Context: an optimization exercise on an open-source flow, tuned for small area and a short achievable clock period. The choices shown serve that exercise and are no tape-out recipe.
Function was checked by simulation only, so behaviour that the tests miss may differ from the original.
Power is estimated from default activity; no workload was simulated.

// DSP
module DSP (A,B,D,C,CLK,CARRYIN,OPMODE,BCIN,RSTA,RSTB,RSTM,
RSTP,RSTC,RSTD,RSTCARRYIN,RSTOPMODE,CEA,CEB,CEM,CEP,CEC,CED,
CECARRYIN,CEOPMODE,PCIN,BCOUT,PCOUT,P,M,CARRYOUT,CARRYOUTF);
Size: roughly 3900 cells after synthesis, roughly 350 I/O pins, roughly 25000 µm² of cells after synthesis.
==> flow/config.mk <==
export PLATFORM = sky130hd
export DESIGN_NAME = DSP
export DESIGN_NICKNAME = DSP
export VERILOG_FILES = /design/flow/design.v
export SDC_FILE = /design/flow/constraint.sdc
export NUM_CORES = 4
export LEC_CHECK = 0
export ABC_AREA = 1
export CAP_MARGIN = 20
export CORE_MARGIN = 2
export CORE_UTILIZATION = 40
export SETUP_SLACK_MARGIN = 3.0
export SLEW_MARGIN = 20
export BUFFER_PORTS_ARGS = -buffer_cell sky130_fd_sc_hd__buf_2
export PRE_RESIZE_TCL = /design/flow/flow/ports.tcl
==> flow/constraint.sdc <==
create_clock -name core_clock -period 7.0 [get_ports {CLK}]
set_input_delay 1.4000 -clock core_clock [delete_from_list [all_inputs] [get_ports {CLK}]]
set_output_delay 1.4000 -clock core_clock [all_outputs]
set_load 0.01 [all_outputs]
standard.sh (not shown) runs the stock make flow with config.mk's settings and CLKGATE_MAP_FILE= SYNTH_SCRIPT=/design/flow/synth_recipe.tcl, a recipe that flattens the netlist after the stock synthesis.
==> flow/flow/run.sh <==
#!/bin/bash
# The standard layout (standard.sh: standard synthesis, then ORFS to
# finish), with one change: the port buffers are plain buffers (buf_2 from
# buffer_ports, then buf_1 on the inputs) instead of the delay cell
# buffer_ports picks by default.  Each tool's output is in orfs/logs.
set -euo pipefail
HERE=$(pwd)
cat >> config.mk <<EOC
export BUFFER_PORTS_ARGS = -buffer_cell sky130_fd_sc_hd__buf_2
export PRE_RESIZE_TCL = $HERE/flow/ports.tcl
EOC
bash standard.sh > standard.log 2>&1
==> flow/flow/ports.tcl <==
# Before repair_design: the input ports' buffers become buf_1.
set n 0
foreach bterm [[ord::get_db_block] getBTerms] {
  if {[$bterm getIoType] ne "INPUT"} { continue }
  set net [$bterm getNet]
  if {$net eq "NULL" || [$net getSigType] eq "CLOCK"} { continue }
  foreach iterm [$net getITerms] {
    set inst [$iterm getInst]
    if {[[$inst getMaster] getName] eq "sky130_fd_sc_hd__buf_2"} {
      replace_cell [get_cells [$inst getName]] sky130_fd_sc_hd__buf_1
      incr n
    }
  }
}
puts "flow/ports.tcl: $n input buffers set to buf_1"
Edit:
--- a/flow/config.mk
+++ b/flow/config.mk
@@ -11,0 +12 @@
+export CTS_BUF_LIST = sky130_fd_sc_hd__clkbuf_4 sky130_fd_sc_hd__clkbuf_8
After rerunning:
- power fell by 3.0%
- cell area hardly moves
- wire length is about the same
- worst setup slack loses 0.017 ns
- combinational power barely changes
- die area is unchanged
- core utilization is about the same
- critical path depth goes down by 2
- synthesized area stays the same
Edit:
==> flow/run.sh (new file) <==
#!/bin/bash
# synth_recipe.tcl (not shown) runs the flow's synth.tcl, then flattens the netlist and writes it again
# the make line also repeats each setting of config.mk as NAME=value (left out here)
make -C /OpenROAD-flow-scripts/flow DESIGN_CONFIG=/design/flow/config.mk WORK_HOME=/design/flow/orfs CLKGATE_MAP_FILE= SYNTH_SCRIPT=/design/flow/synth_recipe.tcl finish
--- a/flow/config.mk
+++ b/flow/config.mk
@@ -12,2 +12 @@
-export CTS_BUF_LIST = sky130_fd_sc_hd__clkbuf_4 sky130_fd_sc_hd__clkbuf_8
-export SETUP_SLACK_MARGIN = 3.0
+export SETUP_SLACK_MARGIN = 2.5
@@ -15,2 +13,0 @@
-export BUFFER_PORTS_ARGS = -buffer_cell sky130_fd_sc_hd__buf_2
-export PRE_RESIZE_TCL = /design/flow/flow/ports.tcl
removed: flow/flow/run.sh
removed: flow/flow/ports.tcl
removed: flow/standard.sh
Outcome:
- clock skew rises by 0.0034 ns
- worst setup slack degrades by 0.46 ns
- clock power rises by 22%
- die area does not change
- synthesized cell count is unchanged
- routed wire length falls by 1.6%
- fmax falls by 10%
Edit:
==> flow/flow/run.sh (new file) <==
#!/bin/bash
# The standard layout (standard.sh: standard synthesis, then ORFS to
# finish), with one change: the port buffers are plain buffers (buf_2 from
# buffer_ports, then buf_1 on the inputs) instead of the delay cell
# buffer_ports picks by default.  Each tool's output is in orfs/logs.
set -euo pipefail
HERE=$(pwd)
cat >> config.mk <<EOC
export BUFFER_PORTS_ARGS = -buffer_cell sky130_fd_sc_hd__buf_2
export PRE_RESIZE_TCL = $HERE/flow/ports.tcl
EOC
bash standard.sh > standard.log 2>&1
==> flow/flow/ports.tcl (new file) <==
# Before repair_design: the input ports' buffers become buf_1.
set n 0
foreach port [get_ports -quiet *] {
  if {[get_property $port direction] ne "input"} { continue }
  if {[get_name $port] eq "CLK"} { continue }
  set net [get_nets -quiet -of_objects $port]
  if {$net eq ""} { continue }
  foreach pin [get_pins -quiet -of_objects $net] {
    set inst [get_cells -of_objects $pin]
    if {[get_property $inst ref_name] eq "sky130_fd_sc_hd__buf_2"} {
      replace_cell $inst sky130_fd_sc_hd__buf_1
      incr n
    }
  }
}
puts "flow/ports.tcl: $n input buffers set to buf_1"
==> flow/standard.sh (new file) <==
#!/bin/bash
# synth_recipe.tcl (not shown) runs the flow's synth.tcl, then flattens the netlist and writes it again
# the make line also repeats each setting of config.mk as NAME=value (left out here)
make -C /OpenROAD-flow-scripts/flow DESIGN_CONFIG=/design/flow/config.mk WORK_HOME=/design/flow/orfs CLKGATE_MAP_FILE= SYNTH_SCRIPT=/design/flow/synth_recipe.tcl "${@:-finish}"
--- a/flow/config.mk
+++ b/flow/config.mk
@@ -13,0 +14,2 @@
+export BUFFER_PORTS_ARGS = -buffer_cell sky130_fd_sc_hd__buf_2
+export PRE_RESIZE_TCL = /design/flow/flow/ports.tcl
removed: flow/run.sh
Effect: With this change the flow failed in placement repair (3_4_place_resized) with STA-0100; synthesized cell count is unchanged; area after synthesis does not change.
Edit:
==> flow/flow/ports.tcl (replaced) <==
# Before repair_design: the input ports' buffers become buf_1.
set n 0
foreach bterm [[ord::get_db_block] getBTerms] {
  if {[$bterm getIoType] ne "INPUT"} { continue }
  set net [$bterm getNet]
  if {$net eq "NULL" || [$net getSigType] eq "CLOCK"} { continue }
  foreach iterm [$net getITerms] {
    set inst [$iterm getInst]
    if {[[$inst getMaster] getName] eq "sky130_fd_sc_hd__buf_2"} {
      replace_cell [get_cells [$inst getName]] sky130_fd_sc_hd__buf_1
      incr n
    }
  }
}
puts "flow/ports.tcl: $n input buffers set to buf_1"
=> This time the run went through all stages and came out clean; synthesized cell count is unchanged; area after synthesis stays the same.
Edit:
==> flow/run.sh (new file) <==
#!/bin/bash
# synth_recipe.tcl (not shown) runs the flow's synth.tcl, then flattens the netlist and writes it again
# the make line also repeats each setting of config.mk as NAME=value (left out here)
make -C /OpenROAD-flow-scripts/flow DESIGN_CONFIG=/design/flow/config.mk WORK_HOME=/design/flow/orfs CLKGATE_MAP_FILE= SYNTH_SCRIPT=/design/flow/synth_recipe.tcl finish
--- a/flow/config.mk
+++ b/flow/config.mk
@@ -12 +11,0 @@
-export SETUP_SLACK_MARGIN = 2.5
@@ -14,2 +12,0 @@
-export BUFFER_PORTS_ARGS = -buffer_cell sky130_fd_sc_hd__buf_2
-export PRE_RESIZE_TCL = /design/flow/flow/ports.tcl
removed: flow/flow/run.sh
removed: flow/flow/ports.tcl
removed: flow/standard.sh
The changed run completed without violations. Die area is unchanged. Global-route usage rises by 0.54 points. Area after synthesis is unchanged. Total power climbs by 3.6%. Via count barely changes. Sequential power is about the same. Cell count is about the same. Routed wire length went up by 1.8%. Maximum frequency falls by 11%. Critical path depth came out lower by 1.

## re-timing with driven ports
The flow's constraints put no driver on any port. The routed layouts listed below were extracted and timed again, unchanged, in two steps. Step 1 assumes that a clkbuf_16 drives the clock port and a buf_2 every other input. Step 2 adds t to the input delays and takes it off the output delays; t is the mean of the earliest and latest rising clock arrival at the registers after step 1. Input paths then give back, and output paths get back, about the clock's delay inside the block. Slacks: ideal / step 1 / step 2; pairs: ideal / step 1.
run | t, ns | slack for setup (ns) | hold slack, ns | slew at the worst register clock pin (ns) | pins driven straight from the clock port
the first run | 0.665 | 3.067 / 3.001 / 3.068 | 0.464 / 0.464 / 0.464 | 0.07 / 0.07 | 1
the second run | 0.690 | 3.050 / 2.984 / 3.094 | 0.462 / 0.462 / 0.462 | 0.07 / 0.07 | 1
the third run | 0.664 | 2.589 / 2.569 / 2.577 | 0.460 / 0.460 / 0.460 | 0.07 / 0.07 | 1
the fifth run | 0.665 | 2.674 / 2.674 / 2.674 | 0.463 / 0.463 / 0.463 | 0.07 / 0.07 | 1
the sixth run | 0.669 | 2.166 / 2.166 / 2.166 | 0.460 / 0.460 / 0.460 | 0.07 / 0.07 | 1
After both steps setup and hold are still met in every run listed. The setup slack of the third run, which loses most, moves by -0.020 ns with the drivers and by -0.012 ns with both steps.
